What follows belongs to an exercise in optimizing a design on an open flow for small area and a short achievable clock period; a production flow would make more cautious choices.
No functional check of the RTL was part of any run shown here.

### flow/design.v
module MAC(A,B,out,clk,reset);
  input [15:0] A,B;
  input clk,reset;
  output [35:0] out;
  reg [35:0] x;
  reg [35:0] y;
  wire [35:0] acc = out;
  wire [35:0] nx, ny;
  wire na0, nb0;
  INV uia0 (A[0], na0);
  INV uib0 (B[0], nb0);
  wire na1, nb1;
  INV uia1 (A[1], na1);
  INV uib1 (B[1], nb1);
  wire na2, nb2;
  INV uia2 (A[2], na2);
  INV uib2 (B[2], nb2);
  wire na3, nb3;
  INV uia3 (A[3], na3);
  INV uib3 (B[3], nb3);
  wire na4, nb4;
  INV uia4 (A[4], na4);
  INV uib4 (B[4], nb4);
  wire na5, nb5;
  INV uia5 (A[5], na5);
  INV uib5 (B[5], nb5);
  wire na6, nb6;
  INV uia6 (A[6], na6);
  INV uib6 (B[6], nb6);
  wire na7, nb7;
  INV uia7 (A[7], na7);
  INV uib7 (B[7], nb7);
  wire na8, nb8;
  INV uia8 (A[8], na8);
  INV uib8 (B[8], nb8);
  wire na9, nb9;
  INV uia9 (A[9], na9);
  INV uib9 (B[9], nb9);
  wire na10, nb10;
  INV uia10 (A[10], na10);
  INV uib10 (B[10], nb10);
  wire na11, nb11;
  INV uia11 (A[11], na11);
  INV uib11 (B[11], nb11);
  wire na12, nb12;
  INV uia12 (A[12], na12);
  INV uib12 (B[12], nb12);
  wire na13, nb13;
  INV uia13 (A[13], na13);
  INV uib13 (B[13], nb13);
  wire na14, nb14;
  INV uia14 (A[14], na14);
  INV uib14 (B[14], nb14);
  wire na15, nb15;
  INV uia15 (A[15], na15);
  INV uib15 (B[15], nb15);
  wire pp_0_0 = ~(na0 | nb0);
  wire pp_0_1 = ~(na0 | nb1);
  wire pp_0_2 = ~(na0 | nb2);
  wire pp_0_3 = ~(na0 | nb3);
  wire pp_0_4 = ~(na0 | nb4);
  wire pp_0_5 = ~(na0 | nb5);
  wire pp_0_6 = ~(na0 | nb6);
  wire pp_0_7 = ~(na0 | nb7);
  wire pp_0_8 = ~(na0 | nb8);
  wire pp_0_9 = ~(na0 | nb9);
  wire pp_0_10 = ~(na0 | nb10);
  wire pp_0_11 = ~(na0 | nb11);
  wire pp_0_12 = ~(na0 | nb12);
  wire pp_0_13 = ~(na0 | nb13);
  wire pp_0_14 = ~(na0 | nb14);
  wire pp_0_15 = ~(na0 | nb15);
  wire pp_1_0 = ~(na1 | nb0);
  wire pp_1_1 = ~(na1 | nb1);
  wire pp_1_2 = ~(na1 | nb2);
  wire pp_1_3 = ~(na1 | nb3);
  wire pp_1_4 = ~(na1 | nb4);
  wire pp_1_5 = ~(na1 | nb5);
  wire pp_1_6 = ~(na1 | nb6);
  wire pp_1_7 = ~(na1 | nb7);
  wire pp_1_8 = ~(na1 | nb8);
  wire pp_1_9 = ~(na1 | nb9);
  wire pp_1_10 = ~(na1 | nb10);
  wire pp_1_11 = ~(na1 | nb11);
  wire pp_1_12 = ~(na1 | nb12);
  wire pp_1_13 = ~(na1 | nb13);
  wire pp_1_14 = ~(na1 | nb14);
  wire pp_1_15 = ~(na1 | nb15);
  wire pp_2_0 = ~(na2 | nb0);
  wire pp_2_1 = ~(na2 | nb1);
  wire pp_2_2 = ~(na2 | nb2);
  wire pp_2_3 = ~(na2 | nb3);
  wire pp_2_4 = ~(na2 | nb4);
  wire pp_2_5 = ~(na2 | nb5);
  wire pp_2_6 = ~(na2 | nb6);
  wire pp_2_7 = ~(na2 | nb7);
  wire pp_2_8 = ~(na2 | nb8);
  wire pp_2_9 = ~(na2 | nb9);
  wire pp_2_10 = ~(na2 | nb10);
  wire pp_2_11 = ~(na2 | nb11);
  wire pp_2_12 = ~(na2 | nb12);
  wire pp_2_13 = ~(na2 | nb13);
  wire pp_2_14 = ~(na2 | nb14);
  wire pp_2_15 = ~(na2 | nb15);
  wire pp_3_0 = ~(na3 | nb0);
  wire pp_3_1 = ~(na3 | nb1);
  wire pp_3_2 = ~(na3 | nb2);
  wire pp_3_3 = ~(na3 | nb3);
  wire pp_3_4 = ~(na3 | nb4);
  wire pp_3_5 = ~(na3 | nb5);
  wire pp_3_6 = ~(na3 | nb6);
  wire pp_3_7 = ~(na3 | nb7);
  wire pp_3_8 = ~(na3 | nb8);
  wire pp_3_9 = ~(na3 | nb9);
  wire pp_3_10 = ~(na3 | nb10);
  wire pp_3_11 = ~(na3 | nb11);
  wire pp_3_12 = ~(na3 | nb12);
  wire pp_3_13 = ~(na3 | nb13);
  wire pp_3_14 = ~(na3 | nb14);
  wire pp_3_15 = ~(na3 | nb15);
  wire pp_4_0 = ~(na4 | nb0);
  wire pp_4_1 = ~(na4 | nb1);
  wire pp_4_2 = ~(na4 | nb2);
  wire pp_4_3 = ~(na4 | nb3);
  wire pp_4_4 = ~(na4 | nb4);
  wire pp_4_5 = ~(na4 | nb5);
  wire pp_4_6 = ~(na4 | nb6);
  wire pp_4_7 = ~(na4 | nb7);
  wire pp_4_8 = ~(na4 | nb8);
  wire pp_4_9 = ~(na4 | nb9);
  wire pp_4_10 = ~(na4 | nb10);
  wire pp_4_11 = ~(na4 | nb11);
  wire pp_4_12 = ~(na4 | nb12);
  wire pp_4_13 = ~(na4 | nb13);
  wire pp_4_14 = ~(na4 | nb14);
  wire pp_4_15 = ~(na4 | nb15);
  wire pp_5_0 = ~(na5 | nb0);
  wire pp_5_1 = ~(na5 | nb1);
  wire pp_5_2 = ~(na5 | nb2);
  wire pp_5_3 = ~(na5 | nb3);
  wire pp_5_4 = ~(na5 | nb4);
  wire pp_5_5 = ~(na5 | nb5);
  wire pp_5_6 = ~(na5 | nb6);
  wire pp_5_7 = ~(na5 | nb7);
  wire pp_5_8 = ~(na5 | nb8);
  wire pp_5_9 = ~(na5 | nb9);
  wire pp_5_10 = ~(na5 | nb10);
  wire pp_5_11 = ~(na5 | nb11);
  wire pp_5_12 = ~(na5 | nb12);
  wire pp_5_13 = ~(na5 | nb13);
  wire pp_5_14 = ~(na5 | nb14);
  wire pp_5_15 = ~(na5 | nb15);
  wire pp_6_0 = ~(na6 | nb0);
  wire pp_6_1 = ~(na6 | nb1);
  wire pp_6_2 = ~(na6 | nb2);
  wire pp_6_3 = ~(na6 | nb3);
  wire pp_6_4 = ~(na6 | nb4);
  wire pp_6_5 = ~(na6 | nb5);
  wire pp_6_6 = ~(na6 | nb6);
  wire pp_6_7 = ~(na6 | nb7);
  wire pp_6_8 = ~(na6 | nb8);
  wire pp_6_9 = ~(na6 | nb9);
  wire pp_6_10 = ~(na6 | nb10);
  wire pp_6_11 = ~(na6 | nb11);
  wire pp_6_12 = ~(na6 | nb12);
  wire pp_6_13 = ~(na6 | nb13);
  wire pp_6_14 = ~(na6 | nb14);
  wire pp_6_15 = ~(na6 | nb15);
  wire pp_7_0 = ~(na7 | nb0);
  wire pp_7_1 = ~(na7 | nb1);
  wire pp_7_2 = ~(na7 | nb2);
  wire pp_7_3 = ~(na7 | nb3);
  wire pp_7_4 = ~(na7 | nb4);
  wire pp_7_5 = ~(na7 | nb5);
  wire pp_7_6 = ~(na7 | nb6);
  wire pp_7_7 = ~(na7 | nb7);
  wire pp_7_8 = ~(na7 | nb8);
  wire pp_7_9 = ~(na7 | nb9);
  wire pp_7_10 = ~(na7 | nb10);
  wire pp_7_11 = ~(na7 | nb11);
  wire pp_7_12 = ~(na7 | nb12);
  wire pp_7_13 = ~(na7 | nb13);
  wire pp_7_14 = ~(na7 | nb14);
  wire pp_7_15 = ~(na7 | nb15);
  wire pp_8_0 = ~(na8 | nb0);
  wire pp_8_1 = ~(na8 | nb1);
  wire pp_8_2 = ~(na8 | nb2);
  wire pp_8_3 = ~(na8 | nb3);
  wire pp_8_4 = ~(na8 | nb4);
  wire pp_8_5 = ~(na8 | nb5);
  wire pp_8_6 = ~(na8 | nb6);
  wire pp_8_7 = ~(na8 | nb7);
  wire pp_8_8 = ~(na8 | nb8);
  wire pp_8_9 = ~(na8 | nb9);
  wire pp_8_10 = ~(na8 | nb10);
  wire pp_8_11 = ~(na8 | nb11);
  wire pp_8_12 = ~(na8 | nb12);
  wire pp_8_13 = ~(na8 | nb13);
  wire pp_8_14 = ~(na8 | nb14);
  wire pp_8_15 = ~(na8 | nb15);
  wire pp_9_0 = ~(na9 | nb0);
  wire pp_9_1 = ~(na9 | nb1);
  wire pp_9_2 = ~(na9 | nb2);
  wire pp_9_3 = ~(na9 | nb3);
  wire pp_9_4 = ~(na9 | nb4);
  wire pp_9_5 = ~(na9 | nb5);
  wire pp_9_6 = ~(na9 | nb6);
  wire pp_9_7 = ~(na9 | nb7);
  wire pp_9_8 = ~(na9 | nb8);
  wire pp_9_9 = ~(na9 | nb9);
  wire pp_9_10 = ~(na9 | nb10);
  wire pp_9_11 = ~(na9 | nb11);
  wire pp_9_12 = ~(na9 | nb12);
  wire pp_9_13 = ~(na9 | nb13);
  wire pp_9_14 = ~(na9 | nb14);
  wire pp_9_15 = ~(na9 | nb15);
  wire pp_10_0 = ~(na10 | nb0);
  wire pp_10_1 = ~(na10 | nb1);
  wire pp_10_2 = ~(na10 | nb2);
  wire pp_10_3 = ~(na10 | nb3);
  wire pp_10_4 = ~(na10 | nb4);
  wire pp_10_5 = ~(na10 | nb5);
  wire pp_10_6 = ~(na10 | nb6);
  wire pp_10_7 = ~(na10 | nb7);
  wire pp_10_8 = ~(na10 | nb8);
  wire pp_10_9 = ~(na10 | nb9);
  wire pp_10_10 = ~(na10 | nb10);
  wire pp_10_11 = ~(na10 | nb11);
  wire pp_10_12 = ~(na10 | nb12);
  wire pp_10_13 = ~(na10 | nb13);
  wire pp_10_14 = ~(na10 | nb14);
  wire pp_10_15 = ~(na10 | nb15);
  wire pp_11_0 = ~(na11 | nb0);
  wire pp_11_1 = ~(na11 | nb1);
  wire pp_11_2 = ~(na11 | nb2);
  wire pp_11_3 = ~(na11 | nb3);
  wire pp_11_4 = ~(na11 | nb4);
  wire pp_11_5 = ~(na11 | nb5);
  wire pp_11_6 = ~(na11 | nb6);
  wire pp_11_7 = ~(na11 | nb7);
  wire pp_11_8 = ~(na11 | nb8);
  wire pp_11_9 = ~(na11 | nb9);
  wire pp_11_10 = ~(na11 | nb10);
  wire pp_11_11 = ~(na11 | nb11);
  wire pp_11_12 = ~(na11 | nb12);
  wire pp_11_13 = ~(na11 | nb13);
  wire pp_11_14 = ~(na11 | nb14);
  wire pp_11_15 = ~(na11 | nb15);
  wire pp_12_0 = ~(na12 | nb0);
  wire pp_12_1 = ~(na12 | nb1);
  wire pp_12_2 = ~(na12 | nb2);
  wire pp_12_3 = ~(na12 | nb3);
  wire pp_12_4 = ~(na12 | nb4);
  wire pp_12_5 = ~(na12 | nb5);
  wire pp_12_6 = ~(na12 | nb6);
  wire pp_12_7 = ~(na12 | nb7);
  wire pp_12_8 = ~(na12 | nb8);
  wire pp_12_9 = ~(na12 | nb9);
  wire pp_12_10 = ~(na12 | nb10);
  wire pp_12_11 = ~(na12 | nb11);
  wire pp_12_12 = ~(na12 | nb12);
  wire pp_12_13 = ~(na12 | nb13);
  wire pp_12_14 = ~(na12 | nb14);
  wire pp_12_15 = ~(na12 | nb15);
  wire pp_13_0 = ~(na13 | nb0);
  wire pp_13_1 = ~(na13 | nb1);
  wire pp_13_2 = ~(na13 | nb2);
  wire pp_13_3 = ~(na13 | nb3);
  wire pp_13_4 = ~(na13 | nb4);
  wire pp_13_5 = ~(na13 | nb5);
  wire pp_13_6 = ~(na13 | nb6);
  wire pp_13_7 = ~(na13 | nb7);
  wire pp_13_8 = ~(na13 | nb8);
  wire pp_13_9 = ~(na13 | nb9);
  wire pp_13_10 = ~(na13 | nb10);
  wire pp_13_11 = ~(na13 | nb11);
  wire pp_13_12 = ~(na13 | nb12);
  wire pp_13_13 = ~(na13 | nb13);
  wire pp_13_14 = ~(na13 | nb14);
  wire pp_13_15 = ~(na13 | nb15);
  wire pp_14_0 = ~(na14 | nb0);
  wire pp_14_1 = ~(na14 | nb1);
  wire pp_14_2 = ~(na14 | nb2);
  wire pp_14_3 = ~(na14 | nb3);
  wire pp_14_4 = ~(na14 | nb4);
  wire pp_14_5 = ~(na14 | nb5);
  wire pp_14_6 = ~(na14 | nb6);
  wire pp_14_7 = ~(na14 | nb7);
  wire pp_14_8 = ~(na14 | nb8);
  wire pp_14_9 = ~(na14 | nb9);
  wire pp_14_10 = ~(na14 | nb10);
  wire pp_14_11 = ~(na14 | nb11);
  wire pp_14_12 = ~(na14 | nb12);
  wire pp_14_13 = ~(na14 | nb13);
  wire pp_14_14 = ~(na14 | nb14);
  wire pp_14_15 = ~(na14 | nb15);
  wire pp_15_0 = ~(na15 | nb0);
  wire pp_15_1 = ~(na15 | nb1);
  wire pp_15_2 = ~(na15 | nb2);
  wire pp_15_3 = ~(na15 | nb3);
  wire pp_15_4 = ~(na15 | nb4);
  wire pp_15_5 = ~(na15 | nb5);
  wire pp_15_6 = ~(na15 | nb6);
  wire pp_15_7 = ~(na15 | nb7);
  wire pp_15_8 = ~(na15 | nb8);
  wire pp_15_9 = ~(na15 | nb9);
  wire pp_15_10 = ~(na15 | nb10);
  wire pp_15_11 = ~(na15 | nb11);
  wire pp_15_12 = ~(na15 | nb12);
  wire pp_15_13 = ~(na15 | nb13);
  wire pp_15_14 = ~(na15 | nb14);
  wire pp_15_15 = ~(na15 | nb15);
  wire s1, c2;
  HA us1 (acc[12], pp_0_12, s1, c2);
  wire s3, c4;
  FA us3 (acc[13], pp_0_13, pp_10_3, s3, c4);
  wire s5, c6;
  HA us5 (pp_11_2, pp_12_1, s5, c6);
  wire s7, c8;
  FA us7 (acc[14], pp_0_14, pp_10_4, s7, c8);
  wire s9, c10;
  FA us9 (pp_11_3, pp_12_2, pp_13_1, s9, c10);
  wire s11, c12;
  HA us11 (pp_14_0, pp_1_13, s11, c12);
  wire s13, c14;
  FA us13 (acc[15], pp_0_15, pp_10_5, s13, c14);
  wire s15, c16;
  FA us15 (pp_11_4, pp_12_3, pp_13_2, s15, c16);
  wire s17, c18;
  FA us17 (pp_14_1, pp_15_0, pp_1_14, s17, c18);
  wire s19, c20;
  HA us19 (pp_2_13, pp_3_12, s19, c20);
  wire s21, c22;
  FA us21 (acc[16], pp_10_6, pp_11_5, s21, c22);
  wire s23, c24;
  FA us23 (pp_12_4, pp_13_3, pp_14_2, s23, c24);
  wire s25, c26;
  FA us25 (pp_15_1, pp_1_15, pp_2_14, s25, c26);
  wire s27, c28;
  HA us27 (pp_3_13, pp_4_12, s27, c28);
  wire s29, c30;
  FA us29 (acc[17], pp_10_7, pp_11_6, s29, c30);
  wire s31, c32;
  FA us31 (pp_12_5, pp_13_4, pp_14_3, s31, c32);
  wire s33, c34;
  FA us33 (pp_15_2, pp_2_15, pp_3_14, s33, c34);
  wire s35, c36;
  FA us35 (acc[18], pp_10_8, pp_11_7, s35, c36);
  wire s37, c38;
  FA us37 (pp_12_6, pp_13_5, pp_14_4, s37, c38);
  wire s39, c40;
  FA us39 (acc[19], pp_10_9, pp_11_8, s39, c40);
  wire s41, c42;
  HA us41 (acc[8], pp_0_8, s41, c42);
  wire s43, c44;
  FA us43 (acc[9], pp_0_9, pp_1_8, s43, c44);
  wire s45, c46;
  HA us45 (pp_2_7, pp_3_6, s45, c46);
  wire s47, c48;
  FA us47 (acc[10], pp_0_10, pp_10_0, s47, c48);
  wire s49, c50;
  FA us49 (pp_1_9, pp_2_8, pp_3_7, s49, c50);
  wire s51, c52;
  HA us51 (pp_4_6, pp_5_5, s51, c52);
  wire s53, c54;
  FA us53 (acc[11], pp_0_11, pp_10_1, s53, c54);
  wire s55, c56;
  FA us55 (pp_11_0, pp_1_10, pp_2_9, s55, c56);
  wire s57, c58;
  FA us57 (pp_3_8, pp_4_7, pp_5_6, s57, c58);
  wire s59, c60;
  HA us59 (pp_6_5, pp_7_4, s59, c60);
  wire s61, c62;
  FA us61 (pp_10_2, pp_11_1, pp_12_0, s61, c62);
  wire s63, c64;
  FA us63 (pp_1_11, pp_2_10, pp_3_9, s63, c64);
  wire s65, c66;
  FA us65 (pp_4_8, pp_5_7, pp_6_6, s65, c66);
  wire s67, c68;
  FA us67 (pp_7_5, pp_8_4, pp_9_3, s67, c68);
  wire s69, c70;
  FA us69 (pp_13_0, pp_1_12, pp_2_11, s69, c70);
  wire s71, c72;
  FA us71 (pp_3_10, pp_4_9, pp_5_8, s71, c72);
  wire s73, c74;
  FA us73 (pp_6_7, pp_7_6, pp_8_5, s73, c74);
  wire s75, c76;
  FA us75 (pp_9_4, c2, s5, s75, c76);
  wire s77, c78;
  FA us77 (pp_2_12, pp_3_11, pp_4_10, s77, c78);
  wire s79, c80;
  FA us79 (pp_5_9, pp_6_8, pp_7_7, s79, c80);
  wire s81, c82;
  FA us81 (pp_8_6, pp_9_5, c6, s81, c82);
  wire s83, c84;
  FA us83 (s11, c4, s7, s83, c84);
  wire s85, c86;
  FA us85 (pp_4_11, pp_5_10, pp_6_9, s85, c86);
  wire s87, c88;
  FA us87 (pp_7_8, pp_8_7, pp_9_6, s87, c88);
  wire s89, c90;
  FA us89 (c12, s19, c10, s89, c90);
  wire s91, c92;
  FA us91 (c8, s13, s15, s91, c92);
  wire s93, c94;
  FA us93 (pp_5_11, pp_6_10, pp_7_9, s93, c94);
  wire s95, c96;
  FA us95 (pp_8_8, pp_9_7, c20, s95, c96);
  wire s97, c98;
  FA us97 (s27, c14, c16, s97, c98);
  wire s99, c100;
  FA us99 (c18, s21, s23, s99, c100);
  wire s101, c102;
  FA us101 (pp_4_13, pp_5_12, pp_6_11, s101, c102);
  wire s103, c104;
  FA us103 (pp_7_10, pp_8_9, pp_9_8, s103, c104);
  wire s105, c106;
  FA us105 (c28, c22, c24, s105, c106);
  wire s107, c108;
  FA us107 (c26, s29, s31, s107, c108);
  wire s109, c110;
  FA us109 (pp_15_3, pp_3_15, pp_4_14, s109, c110);
  wire s111, c112;
  FA us111 (pp_5_13, pp_6_12, pp_7_11, s111, c112);
  wire s113, c114;
  FA us113 (pp_8_10, pp_9_9, c30, s113, c114);
  wire s115, c116;
  FA us115 (c32, c34, s35, s115, c116);
  wire s117, c118;
  FA us117 (pp_12_7, pp_13_6, pp_14_5, s117, c118);
  wire s119, c120;
  FA us119 (pp_15_4, pp_4_15, pp_5_14, s119, c120);
  wire s121, c122;
  FA us121 (pp_6_13, pp_7_12, pp_8_11, s121, c122);
  wire s123, c124;
  FA us123 (pp_9_10, c36, c38, s123, c124);
  wire s125, c126;
  FA us125 (acc[20], pp_10_10, pp_11_9, s125, c126);
  wire s127, c128;
  FA us127 (pp_12_8, pp_13_7, pp_14_6, s127, c128);
  wire s129, c130;
  FA us129 (pp_15_5, pp_5_15, pp_6_14, s129, c130);
  wire s131, c132;
  FA us131 (pp_7_13, pp_8_12, pp_9_11, s131, c132);
  wire s133, c134;
  FA us133 (acc[21], pp_10_11, pp_11_10, s133, c134);
  wire s135, c136;
  FA us135 (pp_12_9, pp_13_8, pp_14_7, s135, c136);
  wire s137, c138;
  FA us137 (pp_15_6, pp_6_15, pp_7_14, s137, c138);
  wire s139, c140;
  FA us139 (acc[22], pp_10_12, pp_11_11, s139, c140);
  wire s141, c142;
  FA us141 (pp_12_10, pp_13_9, pp_14_8, s141, c142);
  wire s143, c144;
  FA us143 (acc[23], pp_10_13, pp_11_12, s143, c144);
  wire s145, c146;
  HA us145 (acc[5], pp_0_5, s145, c146);
  wire s147, c148;
  FA us147 (acc[6], pp_0_6, pp_1_5, s147, c148);
  wire s149, c150;
  HA us149 (pp_2_4, pp_3_3, s149, c150);
  wire s151, c152;
  FA us151 (acc[7], pp_0_7, pp_1_6, s151, c152);
  wire s153, c154;
  FA us153 (pp_2_5, pp_3_4, pp_4_3, s153, c154);
  wire s155, c156;
  HA us155 (pp_5_2, pp_6_1, s155, c156);
  wire s157, c158;
  FA us157 (pp_1_7, pp_2_6, pp_3_5, s157, c158);
  wire s159, c160;
  FA us159 (pp_4_4, pp_5_3, pp_6_2, s159, c160);
  wire s161, c162;
  FA us161 (pp_7_1, pp_8_0, s41, s161, c162);
  wire s163, c164;
  FA us163 (pp_4_5, pp_5_4, pp_6_3, s163, c164);
  wire s165, c166;
  FA us165 (pp_7_2, pp_8_1, pp_9_0, s165, c166);
  wire s167, c168;
  FA us167 (c42, s45, s43, s167, c168);
  wire s169, c170;
  FA us169 (pp_6_4, pp_7_3, pp_8_2, s169, c170);
  wire s171, c172;
  FA us171 (pp_9_1, c46, s51, s171, c172);
  wire s173, c174;
  FA us173 (c44, s47, s49, s173, c174);
  wire s175, c176;
  FA us175 (pp_8_3, pp_9_2, c52, s175, c176);
  wire s177, c178;
  FA us177 (s59, c48, c50, s177, c178);
  wire s179, c180;
  FA us179 (s53, s55, s57, s179, c180);
  wire s181, c182;
  FA us181 (c60, s1, c54, s181, c182);
  wire s183, c184;
  FA us183 (c56, c58, s61, s183, c184);
  wire s185, c186;
  FA us185 (s63, s65, s67, s185, c186);
  wire s187, c188;
  FA us187 (c62, c64, c66, s187, c188);
  wire s189, c190;
  FA us189 (c68, s3, s69, s189, c190);
  wire s191, c192;
  FA us191 (s71, s73, s75, s191, c192);
  wire s193, c194;
  FA us193 (c70, c72, c74, s193, c194);
  wire s195, c196;
  FA us195 (s77, s79, s9, s195, c196);
  wire s197, c198;
  FA us197 (s81, c76, s83, s197, c198);
  wire s199, c200;
  FA us199 (c78, c80, s17, s199, c200);
  wire s201, c202;
  FA us201 (s85, s87, c82, s201, c202);
  wire s203, c204;
  FA us203 (c84, s89, s91, s203, c204);
  wire s205, c206;
  FA us205 (c86, c88, s25, s205, c206);
  wire s207, c208;
  FA us207 (s93, s95, c90, s207, c208);
  wire s209, c210;
  FA us209 (c92, s97, s99, s209, c210);
  wire s211, c212;
  FA us211 (c94, s101, s103, s211, c212);
  wire s213, c214;
  FA us213 (s33, c96, c98, s213, c214);
  wire s215, c216;
  FA us215 (c100, s105, s107, s215, c216);
  wire s217, c218;
  FA us217 (c102, c104, s109, s217, c218);
  wire s219, c220;
  FA us219 (s111, s37, c106, s219, c220);
  wire s221, c222;
  FA us221 (c108, s113, s115, s221, c222);
  wire s223, c224;
  FA us223 (c110, c112, s117, s223, c224);
  wire s225, c226;
  FA us225 (s119, s121, s39, s225, c226);
  wire s227, c228;
  FA us227 (c114, c116, s123, s227, c228);
  wire s229, c230;
  FA us229 (c118, c120, c122, s229, c230);
  wire s231, c232;
  FA us231 (c40, s125, s127, s231, c232);
  wire s233, c234;
  FA us233 (s129, s131, c124, s233, c234);
  wire s235, c236;
  FA us235 (pp_8_13, pp_9_12, c126, s235, c236);
  wire s237, c238;
  FA us237 (c128, c130, c132, s237, c238);
  wire s239, c240;
  FA us239 (s133, s135, s137, s239, c240);
  wire s241, c242;
  FA us241 (pp_15_7, pp_7_15, pp_8_14, s241, c242);
  wire s243, c244;
  FA us243 (pp_9_13, c134, c136, s243, c244);
  wire s245, c246;
  FA us245 (c138, s139, s141, s245, c246);
  wire s247, c248;
  FA us247 (pp_12_11, pp_13_10, pp_14_9, s247, c248);
  wire s249, c250;
  FA us249 (pp_15_8, pp_8_15, pp_9_14, s249, c250);
  wire s251, c252;
  FA us251 (c140, c142, s143, s251, c252);
  wire s253, c254;
  FA us253 (acc[24], pp_10_14, pp_11_13, s253, c254);
  wire s255, c256;
  FA us255 (pp_12_12, pp_13_11, pp_14_10, s255, c256);
  wire s257, c258;
  FA us257 (pp_15_9, pp_9_15, c144, s257, c258);
  wire s259, c260;
  FA us259 (acc[25], pp_10_15, pp_11_14, s259, c260);
  wire s261, c262;
  FA us261 (pp_12_13, pp_13_12, pp_14_11, s261, c262);
  wire s263, c264;
  FA us263 (acc[26], pp_11_15, pp_12_14, s263, c264);
  wire s265, c266;
  HA us265 (acc[3], pp_0_3, s265, c266);
  wire s267, c268;
  FA us267 (acc[4], pp_0_4, pp_1_3, s267, c268);
  wire s269, c270;
  HA us269 (pp_2_2, pp_3_1, s269, c270);
  wire s271, c272;
  FA us271 (pp_1_4, pp_2_3, pp_3_2, s271, c272);
  wire s273, c274;
  FA us273 (pp_4_1, pp_5_0, s145, s273, c274);
  wire s275, c276;
  FA us275 (pp_4_2, pp_5_1, pp_6_0, s275, c276);
  wire s277, c278;
  FA us277 (c146, s149, s147, s277, c278);
  wire s279, c280;
  FA us279 (pp_7_0, c150, s155, s279, c280);
  wire s281, c282;
  FA us281 (c148, s151, s153, s281, c282);
  wire s283, c284;
  FA us283 (c156, c152, c154, s283, c284);
  wire s285, c286;
  FA us285 (s157, s159, s161, s285, c286);
  wire s287, c288;
  FA us287 (c158, c160, s163, s287, c288);
  wire s289, c290;
  FA us289 (s165, c162, s167, s289, c290);
  wire s291, c292;
  FA us291 (c164, c166, s169, s291, c292);
  wire s293, c294;
  FA us293 (s171, c168, s173, s293, c294);
  wire s295, c296;
  FA us295 (c170, s175, c172, s295, c296);
  wire s297, c298;
  FA us297 (c174, s177, s179, s297, c298);
  wire s299, c300;
  FA us299 (c176, c178, c180, s299, c300);
  wire s301, c302;
  FA us301 (s181, s183, s185, s301, c302);
  wire s303, c304;
  FA us303 (c182, c184, c186, s303, c304);
  wire s305, c306;
  FA us305 (s187, s189, s191, s305, c306);
  wire s307, c308;
  FA us307 (c188, c190, s193, s307, c308);
  wire s309, c310;
  FA us309 (s195, c192, s197, s309, c310);
  wire s311, c312;
  FA us311 (c194, c196, s199, s311, c312);
  wire s313, c314;
  FA us313 (s201, c198, s203, s313, c314);
  wire s315, c316;
  FA us315 (c200, s205, c202, s315, c316);
  wire s317, c318;
  FA us317 (s207, c204, s209, s317, c318);
  wire s319, c320;
  FA us319 (c206, s211, c208, s319, c320);
  wire s321, c322;
  FA us321 (s213, c210, s215, s321, c322);
  wire s323, c324;
  FA us323 (c212, s217, c214, s323, c324);
  wire s325, c326;
  FA us325 (s219, c216, s221, s325, c326);
  wire s327, c328;
  FA us327 (c218, s223, s225, s327, c328);
  wire s329, c330;
  FA us329 (c220, c222, s227, s329, c330);
  wire s331, c332;
  FA us331 (c224, c226, s229, s331, c332);
  wire s333, c334;
  FA us333 (s231, c228, s233, s333, c334);
  wire s335, c336;
  FA us335 (c230, c232, s235, s335, c336);
  wire s337, c338;
  FA us337 (s237, s239, c234, s337, c338);
  wire s339, c340;
  FA us339 (s241, c236, c238, s339, c340);
  wire s341, c342;
  FA us341 (c240, s243, s245, s341, c342);
  wire s343, c344;
  FA us343 (c242, s247, s249, s343, c344);
  wire s345, c346;
  FA us345 (c244, c246, s251, s345, c346);
  wire s347, c348;
  FA us347 (c248, c250, s253, s347, c348);
  wire s349, c350;
  FA us349 (s255, c252, s257, s349, c350);
  wire s351, c352;
  FA us351 (pp_15_10, c254, c256, s351, c352);
  wire s353, c354;
  FA us353 (s259, s261, c258, s353, c354);
  wire s355, c356;
  FA us355 (pp_13_13, pp_14_12, pp_15_11, s355, c356);
  wire s357, c358;
  FA us357 (c260, c262, s263, s357, c358);
  wire s359, c360;
  FA us359 (acc[27], pp_12_15, pp_13_14, s359, c360);
  wire s361, c362;
  FA us361 (pp_14_13, pp_15_12, c264, s361, c362);
  wire s363, c364;
  FA us363 (acc[28], pp_13_15, pp_14_14, s363, c364);
  wire s365, c366;
  HA us365 (acc[2], pp_0_2, s365, c366);
  wire s367, c368;
  FA us367 (pp_1_2, pp_2_1, pp_3_0, s367, c368);
  wire s369, c370;
  FA us369 (pp_4_0, c266, s269, s369, c370);
  wire s371, c372;
  FA us371 (c270, c268, s271, s371, c372);
  wire s373, c374;
  FA us373 (c272, s275, c274, s373, c374);
  wire s375, c376;
  FA us375 (c276, s279, c278, s375, c376);
  wire s377, c378;
  FA us377 (c280, c282, s283, s377, c378);
  wire s379, c380;
  FA us379 (c284, s287, c286, s379, c380);
  wire s381, c382;
  FA us381 (c288, s291, c290, s381, c382);
  wire s383, c384;
  FA us383 (c292, s295, c294, s383, c384);
  wire s385, c386;
  FA us385 (c296, c298, s299, s385, c386);
  wire s387, c388;
  FA us387 (c300, c302, s303, s387, c388);
  wire s389, c390;
  FA us389 (c304, s307, c306, s389, c390);
  wire s391, c392;
  FA us391 (c308, s311, c310, s391, c392);
  wire s393, c394;
  FA us393 (c312, s315, c314, s393, c394);
  wire s395, c396;
  FA us395 (c316, s319, c318, s395, c396);
  wire s397, c398;
  FA us397 (c320, s323, c322, s397, c398);
  wire s399, c400;
  FA us399 (s327, c324, c326, s399, c400);
  wire s401, c402;
  FA us401 (c328, s331, c330, s401, c402);
  wire s403, c404;
  FA us403 (c332, s335, c334, s403, c404);
  wire s405, c406;
  FA us405 (c336, s339, s341, s405, c406);
  wire s407, c408;
  FA us407 (s343, c340, c342, s407, c408);
  wire s409, c410;
  FA us409 (c344, s347, c346, s409, c410);
  wire s411, c412;
  FA us411 (c348, s351, c350, s411, c412);
  wire s413, c414;
  FA us413 (s355, c352, s357, s413, c414);
  wire s415, c416;
  FA us415 (c356, s359, c358, s415, c416);
  wire s417, c418;
  FA us417 (pp_15_13, c360, s363, s417, c418);
  wire s419, c420;
  FA us419 (acc[29], pp_14_15, pp_15_14, s419, c420);
  wire s421, c422;
  HA us421 (acc[1], pp_0_1, s421, c422);
  wire s423, c424;
  FA us423 (pp_1_1, pp_2_0, s365, s423, c424);
  wire s425, c426;
  FA us425 (c366, s265, s367, s425, c426);
  wire s427, c428;
  FA us427 (c368, s267, s369, s427, c428);
  wire s429, c430;
  FA us429 (c370, s273, s371, s429, c430);
  wire s431, c432;
  FA us431 (c372, s277, s373, s431, c432);
  wire s433, c434;
  FA us433 (s281, c374, s375, s433, c434);
  wire s435, c436;
  FA us435 (s285, c376, s377, s435, c436);
  wire s437, c438;
  FA us437 (c378, s289, s379, s437, c438);
  wire s439, c440;
  FA us439 (s293, c380, s381, s439, c440);
  wire s441, c442;
  FA us441 (s297, c382, s383, s441, c442);
  wire s443, c444;
  FA us443 (s301, c384, s385, s443, c444);
  wire s445, c446;
  FA us445 (s305, c386, s387, s445, c446);
  wire s447, c448;
  FA us447 (c388, s309, s389, s447, c448);
  wire s449, c450;
  FA us449 (s313, c390, s391, s449, c450);
  wire s451, c452;
  FA us451 (s317, c392, s393, s451, c452);
  wire s453, c454;
  FA us453 (s321, c394, s395, s453, c454);
  wire s455, c456;
  FA us455 (s325, c396, s397, s455, c456);
  wire s457, c458;
  FA us457 (s329, c398, s399, s457, c458);
  wire s459, c460;
  FA us459 (s333, c400, s401, s459, c460);
  wire s461, c462;
  FA us461 (s337, c402, s403, s461, c462);
  wire s463, c464;
  FA us463 (c338, s405, c404, s463, c464);
  wire s465, c466;
  FA us465 (s345, c406, s407, s465, c466);
  wire s467, c468;
  FA us467 (s349, c408, s409, s467, c468);
  wire s469, c470;
  FA us469 (s353, c410, s411, s469, c470);
  wire s471, c472;
  FA us471 (c354, s413, c412, s471, c472);
  wire s473, c474;
  FA us473 (s361, c414, s415, s473, c474);
  wire s475, c476;
  FA us475 (c362, s417, c416, s475, c476);
  wire s477, c478;
  FA us477 (c364, s419, c418, s477, c478);
  wire s479, c480;
  FA us479 (acc[30], pp_15_15, c420, s479, c480);
  assign nx[0] = acc[0];
  assign ny[0] = pp_0_0;
  assign nx[1] = pp_1_0;
  assign ny[1] = s421;
  assign nx[2] = c422;
  assign ny[2] = s423;
  assign nx[3] = c424;
  assign ny[3] = s425;
  assign nx[4] = c426;
  assign ny[4] = s427;
  assign nx[5] = c428;
  assign ny[5] = s429;
  assign nx[6] = c430;
  assign ny[6] = s431;
  assign nx[7] = c432;
  assign ny[7] = s433;
  assign nx[8] = c434;
  assign ny[8] = s435;
  assign nx[9] = c436;
  assign ny[9] = s437;
  assign nx[10] = c438;
  assign ny[10] = s439;
  assign nx[11] = c440;
  assign ny[11] = s441;
  assign nx[12] = c442;
  assign ny[12] = s443;
  assign nx[13] = c444;
  assign ny[13] = s445;
  assign nx[14] = c446;
  assign ny[14] = s447;
  assign nx[15] = c448;
  assign ny[15] = s449;
  assign nx[16] = c450;
  assign ny[16] = s451;
  assign nx[17] = c452;
  assign ny[17] = s453;
  assign nx[18] = c454;
  assign ny[18] = s455;
  assign nx[19] = c456;
  assign ny[19] = s457;
  assign nx[20] = c458;
  assign ny[20] = s459;
  assign nx[21] = c460;
  assign ny[21] = s461;
  assign nx[22] = c462;
  assign ny[22] = s463;
  assign nx[23] = s465;
  assign ny[23] = c464;
  assign nx[24] = c466;
  assign ny[24] = s467;
  assign nx[25] = c468;
  assign ny[25] = s469;
  assign nx[26] = c470;
  assign ny[26] = s471;
  assign nx[27] = s473;
  assign ny[27] = c472;
  assign nx[28] = c474;
  assign ny[28] = s475;
  assign nx[29] = s477;
  assign ny[29] = c476;
  assign nx[30] = s479;
  assign ny[30] = c478;
  assign nx[31] = acc[31];
  assign ny[31] = c480;
  assign nx[32] = acc[32];
  assign ny[32] = 1'b0;
  assign nx[33] = acc[33];
  assign ny[33] = 1'b0;
  assign nx[34] = acc[34];
  assign ny[34] = 1'b0;
  assign nx[35] = acc[35];
  assign ny[35] = 1'b0;
  always @(posedge clk or posedge reset)
    if (reset) begin
      x <= 36'd0;
      y <= 36'd0;
    end else begin
      x <= nx;
      y <= ny;
    end
  wire [35:0] g = x & y;
  wire [35:0] p = x ^ y;
  wire G0_1 = g[1] | (p[1] & g[0]);
  wire P0_1 = p[1] & p[0];
  wire G0_3 = g[3] | (p[3] & g[2]);
  wire P0_3 = p[3] & p[2];
  wire G0_5 = g[5] | (p[5] & g[4]);
  wire P0_5 = p[5] & p[4];
  wire G0_7 = g[7] | (p[7] & g[6]);
  wire P0_7 = p[7] & p[6];
  wire G0_9 = g[9] | (p[9] & g[8]);
  wire P0_9 = p[9] & p[8];
  wire G0_11 = g[11] | (p[11] & g[10]);
  wire P0_11 = p[11] & p[10];
  wire G0_13 = g[13] | (p[13] & g[12]);
  wire P0_13 = p[13] & p[12];
  wire G0_15 = g[15] | (p[15] & g[14]);
  wire P0_15 = p[15] & p[14];
  wire G0_17 = g[17] | (p[17] & g[16]);
  wire P0_17 = p[17] & p[16];
  wire G0_19 = g[19] | (p[19] & g[18]);
  wire P0_19 = p[19] & p[18];
  wire G0_21 = g[21] | (p[21] & g[20]);
  wire P0_21 = p[21] & p[20];
  wire G0_23 = g[23] | (p[23] & g[22]);
  wire P0_23 = p[23] & p[22];
  wire G0_25 = g[25] | (p[25] & g[24]);
  wire P0_25 = p[25] & p[24];
  wire G0_27 = g[27] | (p[27] & g[26]);
  wire P0_27 = p[27] & p[26];
  wire G0_29 = g[29] | (p[29] & g[28]);
  wire P0_29 = p[29] & p[28];
  wire G0_31 = g[31] | (p[31] & g[30]);
  wire P0_31 = p[31] & p[30];
  wire G0_33 = g[33] | (p[33] & g[32]);
  wire P0_33 = p[33] & p[32];
  wire G1_2 = g[2] | (p[2] & G0_1);
  wire P1_2 = p[2] & P0_1;
  wire G1_3 = G0_3 | (P0_3 & G0_1);
  wire P1_3 = P0_3 & P0_1;
  wire G1_6 = g[6] | (p[6] & G0_5);
  wire P1_6 = p[6] & P0_5;
  wire G1_7 = G0_7 | (P0_7 & G0_5);
  wire P1_7 = P0_7 & P0_5;
  wire G1_10 = g[10] | (p[10] & G0_9);
  wire P1_10 = p[10] & P0_9;
  wire G1_11 = G0_11 | (P0_11 & G0_9);
  wire P1_11 = P0_11 & P0_9;
  wire G1_14 = g[14] | (p[14] & G0_13);
  wire P1_14 = p[14] & P0_13;
  wire G1_15 = G0_15 | (P0_15 & G0_13);
  wire P1_15 = P0_15 & P0_13;
  wire G1_18 = g[18] | (p[18] & G0_17);
  wire P1_18 = p[18] & P0_17;
  wire G1_19 = G0_19 | (P0_19 & G0_17);
  wire P1_19 = P0_19 & P0_17;
  wire G1_22 = g[22] | (p[22] & G0_21);
  wire P1_22 = p[22] & P0_21;
  wire G1_23 = G0_23 | (P0_23 & G0_21);
  wire P1_23 = P0_23 & P0_21;
  wire G1_26 = g[26] | (p[26] & G0_25);
  wire P1_26 = p[26] & P0_25;
  wire G1_27 = G0_27 | (P0_27 & G0_25);
  wire P1_27 = P0_27 & P0_25;
  wire G1_30 = g[30] | (p[30] & G0_29);
  wire P1_30 = p[30] & P0_29;
  wire G1_31 = G0_31 | (P0_31 & G0_29);
  wire P1_31 = P0_31 & P0_29;
  wire G1_34 = g[34] | (p[34] & G0_33);
  wire P1_34 = p[34] & P0_33;
  wire G2_4 = g[4] | (p[4] & G1_3);
  wire P2_4 = p[4] & P1_3;
  wire G2_5 = G0_5 | (P0_5 & G1_3);
  wire P2_5 = P0_5 & P1_3;
  wire G2_6 = G1_6 | (P1_6 & G1_3);
  wire P2_6 = P1_6 & P1_3;
  wire G2_7 = G1_7 | (P1_7 & G1_3);
  wire P2_7 = P1_7 & P1_3;
  wire G2_12 = g[12] | (p[12] & G1_11);
  wire P2_12 = p[12] & P1_11;
  wire G2_13 = G0_13 | (P0_13 & G1_11);
  wire P2_13 = P0_13 & P1_11;
  wire G2_14 = G1_14 | (P1_14 & G1_11);
  wire P2_14 = P1_14 & P1_11;
  wire G2_15 = G1_15 | (P1_15 & G1_11);
  wire P2_15 = P1_15 & P1_11;
  wire G2_20 = g[20] | (p[20] & G1_19);
  wire P2_20 = p[20] & P1_19;
  wire G2_21 = G0_21 | (P0_21 & G1_19);
  wire P2_21 = P0_21 & P1_19;
  wire G2_22 = G1_22 | (P1_22 & G1_19);
  wire P2_22 = P1_22 & P1_19;
  wire G2_23 = G1_23 | (P1_23 & G1_19);
  wire P2_23 = P1_23 & P1_19;
  wire G2_28 = g[28] | (p[28] & G1_27);
  wire P2_28 = p[28] & P1_27;
  wire G2_29 = G0_29 | (P0_29 & G1_27);
  wire P2_29 = P0_29 & P1_27;
  wire G2_30 = G1_30 | (P1_30 & G1_27);
  wire P2_30 = P1_30 & P1_27;
  wire G2_31 = G1_31 | (P1_31 & G1_27);
  wire P2_31 = P1_31 & P1_27;
  wire G3_8 = g[8] | (p[8] & G2_7);
  wire P3_8 = p[8] & P2_7;
  wire G3_9 = G0_9 | (P0_9 & G2_7);
  wire P3_9 = P0_9 & P2_7;
  wire G3_10 = G1_10 | (P1_10 & G2_7);
  wire P3_10 = P1_10 & P2_7;
  wire G3_11 = G1_11 | (P1_11 & G2_7);
  wire P3_11 = P1_11 & P2_7;
  wire G3_12 = G2_12 | (P2_12 & G2_7);
  wire P3_12 = P2_12 & P2_7;
  wire G3_13 = G2_13 | (P2_13 & G2_7);
  wire P3_13 = P2_13 & P2_7;
  wire G3_14 = G2_14 | (P2_14 & G2_7);
  wire P3_14 = P2_14 & P2_7;
  wire G3_15 = G2_15 | (P2_15 & G2_7);
  wire P3_15 = P2_15 & P2_7;
  wire G3_24 = g[24] | (p[24] & G2_23);
  wire P3_24 = p[24] & P2_23;
  wire G3_25 = G0_25 | (P0_25 & G2_23);
  wire P3_25 = P0_25 & P2_23;
  wire G3_26 = G1_26 | (P1_26 & G2_23);
  wire P3_26 = P1_26 & P2_23;
  wire G3_27 = G1_27 | (P1_27 & G2_23);
  wire P3_27 = P1_27 & P2_23;
  wire G3_28 = G2_28 | (P2_28 & G2_23);
  wire P3_28 = P2_28 & P2_23;
  wire G3_29 = G2_29 | (P2_29 & G2_23);
  wire P3_29 = P2_29 & P2_23;
  wire G3_30 = G2_30 | (P2_30 & G2_23);
  wire P3_30 = P2_30 & P2_23;
  wire G3_31 = G2_31 | (P2_31 & G2_23);
  wire P3_31 = P2_31 & P2_23;
  wire G4_16 = g[16] | (p[16] & G3_15);
  wire P4_16 = p[16] & P3_15;
  wire G4_17 = G0_17 | (P0_17 & G3_15);
  wire P4_17 = P0_17 & P3_15;
  wire G4_18 = G1_18 | (P1_18 & G3_15);
  wire P4_18 = P1_18 & P3_15;
  wire G4_19 = G1_19 | (P1_19 & G3_15);
  wire P4_19 = P1_19 & P3_15;
  wire G4_20 = G2_20 | (P2_20 & G3_15);
  wire P4_20 = P2_20 & P3_15;
  wire G4_21 = G2_21 | (P2_21 & G3_15);
  wire P4_21 = P2_21 & P3_15;
  wire G4_22 = G2_22 | (P2_22 & G3_15);
  wire P4_22 = P2_22 & P3_15;
  wire G4_23 = G2_23 | (P2_23 & G3_15);
  wire P4_23 = P2_23 & P3_15;
  wire G4_24 = G3_24 | (P3_24 & G3_15);
  wire P4_24 = P3_24 & P3_15;
  wire G4_25 = G3_25 | (P3_25 & G3_15);
  wire P4_25 = P3_25 & P3_15;
  wire G4_26 = G3_26 | (P3_26 & G3_15);
  wire P4_26 = P3_26 & P3_15;
  wire G4_27 = G3_27 | (P3_27 & G3_15);
  wire P4_27 = P3_27 & P3_15;
  wire G4_28 = G3_28 | (P3_28 & G3_15);
  wire P4_28 = P3_28 & P3_15;
  wire G4_29 = G3_29 | (P3_29 & G3_15);
  wire P4_29 = P3_29 & P3_15;
  wire G4_30 = G3_30 | (P3_30 & G3_15);
  wire P4_30 = P3_30 & P3_15;
  wire G4_31 = G3_31 | (P3_31 & G3_15);
  wire P4_31 = P3_31 & P3_15;
  wire G5_32 = g[32] | (p[32] & G4_31);
  wire P5_32 = p[32] & P4_31;
  wire G5_33 = G0_33 | (P0_33 & G4_31);
  wire P5_33 = P0_33 & P4_31;
  wire G5_34 = G1_34 | (P1_34 & G4_31);
  wire P5_34 = P1_34 & P4_31;
  assign out[0] = p[0];
  assign out[1] = p[1] ^ g[0];
  assign out[2] = p[2] ^ G0_1;
  assign out[3] = p[3] ^ G1_2;
  assign out[4] = p[4] ^ G1_3;
  assign out[5] = p[5] ^ G2_4;
  assign out[6] = p[6] ^ G2_5;
  assign out[7] = p[7] ^ G2_6;
  assign out[8] = p[8] ^ G2_7;
  assign out[9] = p[9] ^ G3_8;
  assign out[10] = p[10] ^ G3_9;
  assign out[11] = p[11] ^ G3_10;
  assign out[12] = p[12] ^ G3_11;
  assign out[13] = p[13] ^ G3_12;
  assign out[14] = p[14] ^ G3_13;
  assign out[15] = p[15] ^ G3_14;
  assign out[16] = p[16] ^ G3_15;
  assign out[17] = p[17] ^ G4_16;
  assign out[18] = p[18] ^ G4_17;
  assign out[19] = p[19] ^ G4_18;
  assign out[20] = p[20] ^ G4_19;
  assign out[21] = p[21] ^ G4_20;
  assign out[22] = p[22] ^ G4_21;
  assign out[23] = p[23] ^ G4_22;
  assign out[24] = p[24] ^ G4_23;
  assign out[25] = p[25] ^ G4_24;
  assign out[26] = p[26] ^ G4_25;
  assign out[27] = p[27] ^ G4_26;
  assign out[28] = p[28] ^ G4_27;
  assign out[29] = p[29] ^ G4_28;
  assign out[30] = p[30] ^ G4_29;
  assign out[31] = p[31] ^ G4_30;
  assign out[32] = p[32] ^ G4_31;
  assign out[33] = p[33] ^ G5_32;
  assign out[34] = p[34] ^ G5_33;
  assign out[35] = p[35] ^ G5_34;
endmodule
module FA(a, b, c, s, co);
  input a, b, c;
  output s, co;
  assign s = a ^ b ^ c;
  assign co = (a & b) | (a & c) | (b & c);
endmodule
module INV(a, y);
  input a;
  output y;
  assign y = ~a;
endmodule
module HA(a, b, s, co);
  input a, b;
  output s, co;
  assign s = a ^ b;
  assign co = a & b;
endmodule
### flow/flow/run.sh
#!/bin/bash
# Standard ORFS layout (the standard.sh, standard synthesis unchanged) with two layout
# choices: port buffers of a given strength, and repair_timing aiming for extra setup slack
# so that the layout is optimised beyond the 18 ns constraint (the SDC is not changed).
set -euo pipefail
HERE=$(cd "$(dirname "$0")" && pwd)
source "$HERE/knobs.sh"
bash standard.sh BUFFER_PORTS_ARGS="-buffer_cell $PORT_BUF" SETUP_SLACK_MARGIN=$MARGIN finish > make_flow.log 2>&1
### flow/flow/knobs.sh
PORT_BUF=sky130_fd_sc_hd__buf_4
MARGIN=0
### flow/standard.sh
#!/bin/bash
# synth_recipe.tcl (not shown) runs the flow's synth.tcl, then flattens the netlist and writes it again
# the make line also repeats each setting of config.mk as NAME=value (left out here)
make -C /OpenROAD-flow-scripts/flow DESIGN_CONFIG=/design/flow/config.mk WORK_HOME=/design/flow/orfs CLKGATE_MAP_FILE= SYNTH_SCRIPT=/design/flow/synth_recipe.tcl "${@:-finish}"
### flow/config.mk
export PLATFORM = sky130hd
export DESIGN_NAME = MAC
export DESIGN_NICKNAME = MAC
export VERILOG_FILES = /design/flow/design.v
export SDC_FILE = /design/flow/constraint.sdc
export NUM_CORES = 4
export LEC_CHECK = 0
export CAP_MARGIN = 20
export CORE_MARGIN = 2
export CORE_UTILIZATION = 40
export SLEW_MARGIN = 20
export SYNTH_HIERARCHICAL = 1
### flow/constraint.sdc
create_clock -name core_clock -period 18.0 [get_ports {clk}]
set_input_delay 3.6000 -clock core_clock [delete_from_list [all_inputs] [get_ports {clk}]]
set_output_delay 3.6000 -clock core_clock [all_outputs]
set_load 0.01 [all_outputs]
==> results.py, run 1 <==
metrics = {
    "grt": {
        "grt-ovfl-total": 0,
        "grt_start_max_net_pins": 69,
        "grt.total_usage": 0.224,
        "antenna_found_initial": 0,
        "grt_pass1_vias": 7254,
        "grt_pass1_wl_mm": 40.9,
    },
    "worst_hold_path": {
        "min_from": "x[35]",
        "worstHoldPathType": "reg -> reg",
    },
    "clock_network": {
        "cts_buffers": 9,
        "clockBufferDepth": 2,
        "cts_tree": "done",
        "path_clk_slew_ns": 0.06,
        "clk_latency_ns": 0.35,
        "cts-resized-gates": 0,
        "htreeDepth": 3,
        "numClockSinks": 68,
        "cts_root_buffer": "clkbuf_16",
        "cts_setup_buffers": 0,
        "ctsHoldBuffers": 0,
    },
    "sta": {
        "slew_headroom": 0.399,
        "final.setup.tns_ns": 0,
        "finalSetupViolCount": 0,
        "max_freq_mhz": 141,
        "finalWorstSetupSlack_ns": 10.89,
        "skew_ns": 0.00606,
        "drv_slew": 0,
        "hold_ws_ns": 0.468,
        "tightest_slew_ns": 0.901,
        "rsz0062_at_grt": "false",
        "fin_crit_sh": 0.395,
        "hold_viol": 0,
        "fin_crit_ns": 7.11,
    },
    "floorplanning": {
        "die_w_um": 157,
        "die_h_um": 157,
        "initial_core_util": 0.404,
        "die-area_um2": 24700,
        "fp-row-count": 56,
        "coreArea_um2": 23300,
        "ios": 70,
    },
    "setup_path": {
        "required_ns": 14.40,
        "r2r_start": "y[0]",
        "cp.arrival_ns": 3.51,
        "critPathMaxFanout": 7,
        "cp-end-kind": "primary output",
        "startpoint": "y[18]",
        "start_kind": "flip-flop",
        "crit_type": "reg -> out",
    },
    "place": {
        "dp.cells": 1211,
        "port_buffers": 69,
        "gp_congestion": 0.866,
        "place_hpwl_mm": 19.5,
        "dpl_worst_slack_ns": 10.65,
    },
    "layout": {
        "diodes": 0,
        "fin_util": 0.447,
        "final_cell_mix": "280 x nor2_1, 229 x fa_1, 73 x buf_4, 68 x dfrtp_1, 57 x inv_1",
        "drive_gt1_frac": 0.119,
        "syn2layout_area_growth_pct": 10.6,
        "final_cell_count_no_fill": 1227,
        "final_nets": 1214,
        "layout_commonest_cell": "nor2_1",
    },
    "status": {
        "status": "finished clean",
    },
    "drt": {
        "routed_wl_mm": 25.1,
        "drt-vias-per-instance": 5.38,
        "wire_per_inst_um": 20.4,
        "drc": 0,
        "vias": 6601,
        "ant_nets": 0,
        "drtIter0Drc": 395,
        "dr.pass1.iters": 5,
    },
    "synthesis": {
        "yosysUniqueCellTypes": 52,
        "syn_inst": 884,
        "ys.flop_type": "dfrtp_1",
        "synth_edf_count": 0,
        "synth_nets": 1195,
        "synthArstFlopShare": 1.00,
        "ys_ff_latch": 68,
        "ys_warn_count": 7,
        "ys_seq_area_frac": 0.181,
        "syn_avg_cell_area_um2": 10.6,
        "syn_area_um2": 9400,
    },
    "job": {
        "cap_violations": 0,
    },
}
cells in the mapped netlist (6+ instances only):
cell type / instances / area, µm²
a21oi_1: 18 / 90.1
a21oi_2: 6 / 52.6
clkbuf_1: 64 / 240
dfrtp_1: 68 / 1700
fa_1: 229 / 4580
ha_1: 48 / 601
inv_1: 58 / 218
nand2_1: 12 / 45.0
nor2_1: 280 / 1050
nor3_1: 10 / 50.1
xnor2_1: 17 / 149
xor2_1: 6 / 52.6
worst paths after layout:
kind,to,cells after the start,slack (ns)
worst min register to register,x[35],1,0.47
max in group asynchronous,x[19],3,13.89
worst max register to register,y[16],15,12.14
worst max-delay path,out[29],7,10.89
worst min-delay path,x[35],1,0.47
min in group asynchronous,x[35],3,3.51
Yosys stat by module, one instance, submodules excluded:
| module | cell area (µm²) | copies in the design | cells inside |
|---|---|---|---|
| MAC | 4600 | 1 | 612 |
| INV | 3.75 | 32 | 1 |
| FA | 20.0 | 224 | 1 |
| HA | 12.5 | 16 | 1 |
cell type report:
type	count	area (µm²)
sequential	68	1700
inverter	58	218
clock inverter	7	76.3
timing repair buffer	73	548
tap	319	399
fill	2245	12900
multi-input combinational	693	7230
clock buffer	9	225
worst max-delay path: stages (launching register included):
cell	delay (ns)
dfrtp_1	0.39
ha_1	0.37
nand4_1	0.25
nor3_1	0.74
a21boi_4	0.45
a21oi_2	0.11
o311ai_1	0.60
buf_4	0.23
logic make-up (layout without fill, tap and decap cells):
kind of cell / Yosys count / after routing / synth area share
buf+inv: 123 / 147 / 0.0495
compound gates: 67 / 67 / 0.0567
flops: 68 / 68 / 0.181
simple gates: 325 / 325 / 0.139
xor+xnor: 23 / 23 / 0.0214
mux: 1 / 1 / 0.00120
fa+ha+maj: 277 / 277 / 0.552
per-layer routing:
metal	up-vias	GRT usage	part of all wire
li1	2778	-	-
met1	3489	0.302	0.41
met2	289	0.368	0.50
met3	45	0.0402	0.069
met4	0	0.0797	0.030
met5	-	0	0
sequential cells by signal, indices dropped and copies added (netlist names):
| name | count |
|---|---|
| x | 36 |
| y | 32 |
metrics by stage:
step	cell area [µm²]
2_1_floorplan	9400
3_3_place_gp	10100
5_1_grt	10400
3_5_place_dp	10100
4_1_cts	10400
6_report	10400
==> inputs of run 2 (changes only) <==
==> flow/flow/run.sh (replaced) <==
#!/bin/bash
# The standard layout (standard.sh: standard synthesis and ORFS flow, SDC unchanged),
# with a hook after repair_design that sizes the port buffers and the operand inverters
# (hooks.tcl); knobs.sh holds the cell choices. make's output goes to make_flow.log, each
# ORFS step's log to orfs/logs/.
set -euo pipefail
HERE=$(cd "$(dirname "$0")" && pwd)
source "$HERE/knobs.sh"
export PORT_BUF_IN PORT_BUF_OUT OPND_INV
bash standard.sh POST_RESIZE_TCL="$HERE/hooks.tcl" SETUP_SLACK_MARGIN=$MARGIN finish > make_flow.log 2>&1
==> flow/flow/hooks.tcl (new file) <==
# Sourced by ORFS after repair_design in the resize step (POST_RESIZE_TCL).
# Port buffers: inputs get $::env(PORT_BUF_IN), outputs $::env(PORT_BUF_OUT).
# Inverters fed by an input buffer (the operand inverters of the NOR partial
# products, each driving 16 gates) get $::env(OPND_INV).
set block [ord::get_db_block]
set n_in 0; set n_out 0; set n_inv 0
foreach bterm [$block getBTerms] {
  set net [$bterm getNet]
  if {$net eq "NULL"} continue
  set name [$bterm getName]
  if {$name eq "clk"} continue
  if {[$bterm getIoType] eq "INPUT"} {
    foreach it [$net getITerms] {
      set inst [$it getInst]
      set m [[$inst getMaster] getName]
      if {![string match "sky130_fd_sc_hd__buf_*" $m]} continue
      if {$m ne $::env(PORT_BUF_IN)} { replace_cell [get_cells [$inst getName]] [get_lib_cells $::env(PORT_BUF_IN)] }
      incr n_in
      foreach ot [$inst getITerms] {
        if {![$ot isOutputSignal]} continue
        set onet [$ot getNet]
        if {$onet eq "NULL"} continue
        foreach lt [$onet getITerms] {
          set li [$lt getInst]
          set lm [[$li getMaster] getName]
          if {[string match "sky130_fd_sc_hd__inv_*" $lm] && [$lt isInputSignal] && $::env(OPND_INV) ne ""} {
            replace_cell [get_cells [$li getName]] [get_lib_cells $::env(OPND_INV)]
            incr n_inv
          }
        }
      }
    }
  } else {
    foreach it [$net getITerms] {
      if {![$it isOutputSignal]} continue
      set inst [$it getInst]
      set m [[$inst getMaster] getName]
      if {![string match "sky130_fd_sc_hd__buf_*" $m]} continue
      if {$m ne $::env(PORT_BUF_OUT)} { replace_cell [get_cells [$inst getName]] [get_lib_cells $::env(PORT_BUF_OUT)] }
      incr n_out
    }
  }
}
puts "hooks: $n_in input buffers, $n_out output buffers, $n_inv operand inverters resized"
==> flow/flow/knobs.sh (replaced) <==
PORT_BUF_IN=sky130_fd_sc_hd__buf_1
PORT_BUF_OUT=sky130_fd_sc_hd__buf_2
OPND_INV=sky130_fd_sc_hd__inv_4
MARGIN=0
==> run 2 against run 1 <==
  * Still clean
  * Design area is 1.7% higher
  * Cell count stayed put
  * Sequential cell count stayed put
  * Utilization grew 0.74 points
  * Critical endpoint is now out[15]
==> results.py, run 2 <==
metrics = {
    "status": {
        "status": "finished clean",
    },
    "floorplanning": {
        "fp-row-count": 56,
        "initial_core_util": 0.404,
        "ios": 70,
        "die_h_um": 157,
        "coreArea_um2": 23300,
        "die-area_um2": 24700,
        "die_w_um": 157,
    },
    "sta": {
        "drv_slew": 0,
        "finalWorstSetupSlack_ns": 10.49,
        "tightest_slew_ns": 0.896,
        "hold_ws_ns": 0.466,
        "rsz0062_at_grt": "false",
        "fin_crit_ns": 7.51,
        "fin_crit_sh": 0.417,
        "slew_headroom": 0.403,
        "final.setup.tns_ns": 0,
        "finalSetupViolCount": 0,
        "skew_ns": 0.00720,
        "hold_viol": 0,
        "max_freq_mhz": 133,
    },
    "synthesis": {
        "syn_inst": 884,
        "synth_top_family_by_area": "adder cells",
        "synthArstFlopShare": 1.00,
        "yosysUniqueCellTypes": 52,
        "synth_nets": 1195,
        "ys_top_cells_by_area": "fa_1 49%, dfrtp_1 18%, nor2_1 11%, ha_1 6.4%, clkbuf_1 2.6%",
        "synth_edf_count": 0,
        "ys_ff_latch": 68,
        "synthMuxAreaShare": 0.00120,
        "ys_seq_area_frac": 0.181,
        "yosysMostFrequentCell": "nor2_1",
        "synth_compound_area_frac": 0.0567,
        "syn_avg_cell_area_um2": 10.6,
        "synth_top_cell_by_area": "fa_1",
        "ys_warn_count": 7,
        "ys.flop_type": "dfrtp_1",
        "synth_top_area_frac": 0.488,
        "synth_xor_xnor_area_share": 0.0214,
        "synth_common_cells": "280 x nor2_1, 229 x fa_1, 68 x dfrtp_1, 64 x clkbuf_1, 58 x inv_1",
        "synthAdderAreaFrac": 0.552,
        "syn_area_um2": 9400,
        "yosys.area_share.simple": 0.139,
    },
    "setup_path": {
        "cp.arrival_ns": 3.91,
        "critPathMaxFanout": 3,
        "start_kind": "flip-flop",
        "crit_type": "reg -> out",
        "required_ns": 14.40,
        "cp-end-kind": "primary output",
    },
    "drt": {
        "dr.pass1.iters": 6,
        "drc": 0,
        "ant_nets": 0,
        "drtIter0Drc": 423,
        "wire_per_inst_um": 20.5,
        "drt-vias-per-instance": 5.30,
        "vias": 6497,
        "routed_wl_mm": 25.2,
    },
    "grt": {
        "grt_pass1_wl_mm": 40.1,
        "grt_start_max_net_pins": 69,
        "grt-ovfl-total": 0,
        "grt.total_usage": 0.222,
        "antenna_found_initial": 0,
        "grt_pass1_vias": 7125,
    },
    "clock_network": {
        "cts_tree": "done",
        "clockBufferDepth": 2,
        "numClockSinks": 68,
        "htreeDepth": 3,
        "ctsHoldBuffers": 0,
        "cts_buffers": 9,
        "cts-resized-gates": 0,
        "cts_setup_buffers": 0,
        "path_clk_slew_ns": 0.06,
        "cts_root_buffer": "clkbuf_16",
        "clk_latency_ns": 0.35,
    },
    "layout": {
        "diodes": 0,
        "final_cell_count_no_fill": 1227,
        "syn2layout_area_growth_pct": 12.5,
        "seq_area_um2": 1700,
        "multi_input_area_um2": 7230,
        "final_nets": 1214,
        "largest_reg_flops": 36,
        "largestRegisters": "x x36, y x32",
        "n_fill_cell": 2235,
        "fin_util": 0.455,
        "layout_commonest_cell": "nor2_1",
        "top_register": "x",
        "fin_area_um2": 10600,
        "final_cell_mix": "280 x nor2_1, 229 x fa_1, 69 x clkdlybuf4s50_1, 68 x dfrtp_1, 57 x inv_1",
        "drive_gt1_frac": 0.0430,
    },
    "place": {
        "dp.cells": 1211,
        "gp_congestion": 0.856,
        "dpl_worst_slack_ns": 10.31,
        "place_hpwl_mm": 19.6,
        "post_dp_cell_area_um2": 10300,
        "port_buffers": 69,
    },
    "worst_hold_path": {
        "worstHoldPathType": "reg -> reg",
    },
    "job": {
        "cap_violations": 0,
    },
}
[run 2: cell count changes in the layout (fill, tap and decap cells not counted), sizes merged]
cell,delta
buf,-69
clkdlybuf4s50,+69
[run 2: path summary, 6_finish.rpt]
kind,startpoint,to,depth (start not counted),slack (ns)
min in group asynchronous,reset,x[34],3,3.84
max reg2reg,x[0],y[17],15,12.13
max,x[0],out[15],10,10.49
max in group asynchronous,reset,x[18],3,13.57
min reg2reg,x[35],x[35],1,0.47
min,x[35],x[35],1,0.47
[run 2: layer usage]
metal / GRT usage / wire length, µm / vias up
met3: 0.0496 / 1810 / 51
met2: 0.351 / 12100 / 282
met4: 0.0931 / 1090 / 0
met1: 0.296 / 10200 / 3391
met5: 0 / 0 / -
li1: - / - / 2773
[run 2: critical path: stages (launching register included)]
cell             delay, ns
dfrtp_1               0.33
ha_1                  0.13
inv_1                 0.04
fa_1                  0.39
nand2b_1              0.23
a211oi_2              0.34
nor2_1                0.14
a41oi_1               0.39
a21oi_1               0.17
o311ai_1              0.72
clkdlybuf4s50_1       0.68
[run 2: layout make-up]
| type | count | share of cell area |
|---|---|---|
| Multi-Input combinational cell | 693 | 0.684 |
| Sequential cell | 68 | 0.161 |
| Timing Repair Buffer | 73 | 0.0682 |
| Tap cell | 319 | 0.0377 |
| Clock buffer | 9 | 0.0213 |
| Inverter | 58 | 0.0206 |
| Clock inverter | 7 | 0.00722 |
[run 2: kinds of logic after synthesis]
logic type	Yosys count
compound gates	67
buf+inv	123
xor+xnor	23
mux	1
simple gates	325
fa+ha+maj	277
flops	68
[run 2: modules after synthesis (local to each module, per instance)]
module | cell area [µm²] | cells inside | flip-flops and latches
HA | 12.5 | 1 | 0
INV | 3.75 | 1 | 0
FA | 20.0 | 1 | 0
MAC | 4600 | 612 | 68

==> afterwards: timing with drivers on the ports <==
The results above use ideal ports. As a check the final layouts listed here were re-extracted and re-timed, cells and wires unchanged.
Step 1 (the two cells are an assumption about what drives the block):
set clk [get_ports {clk}]
set_driving_cell -lib_cell sky130_fd_sc_hd__clkbuf_16 $clk
set_driving_cell -lib_cell sky130_fd_sc_hd__buf_2 [delete_from_list [all_inputs] $clk]
Step 2 times the ports against the registers' clock, not the clock port: input delays grow and output delays shrink by t, the midpoint of the rising clock arrivals with the driver on.
Slacks: ideal ports / drivers / drivers and shift; pairs: ideal ports / drivers.
run | t, ns | slack for setup (ns) | worst setup path at the end | worst register clock-pin slew, ns
run 1 | 0.395 | 10.894 / 10.848 / 10.546 | input to register | 0.06 / 0.06
run 2 | 0.393 | 10.492 / 10.444 / 10.310 | input to register | 0.06 / 0.06
After both steps setup and hold are still met in every run listed. The setup slack of run 1, which loses most, moves by -0.046 ns with the drivers and by -0.348 ns with both steps.
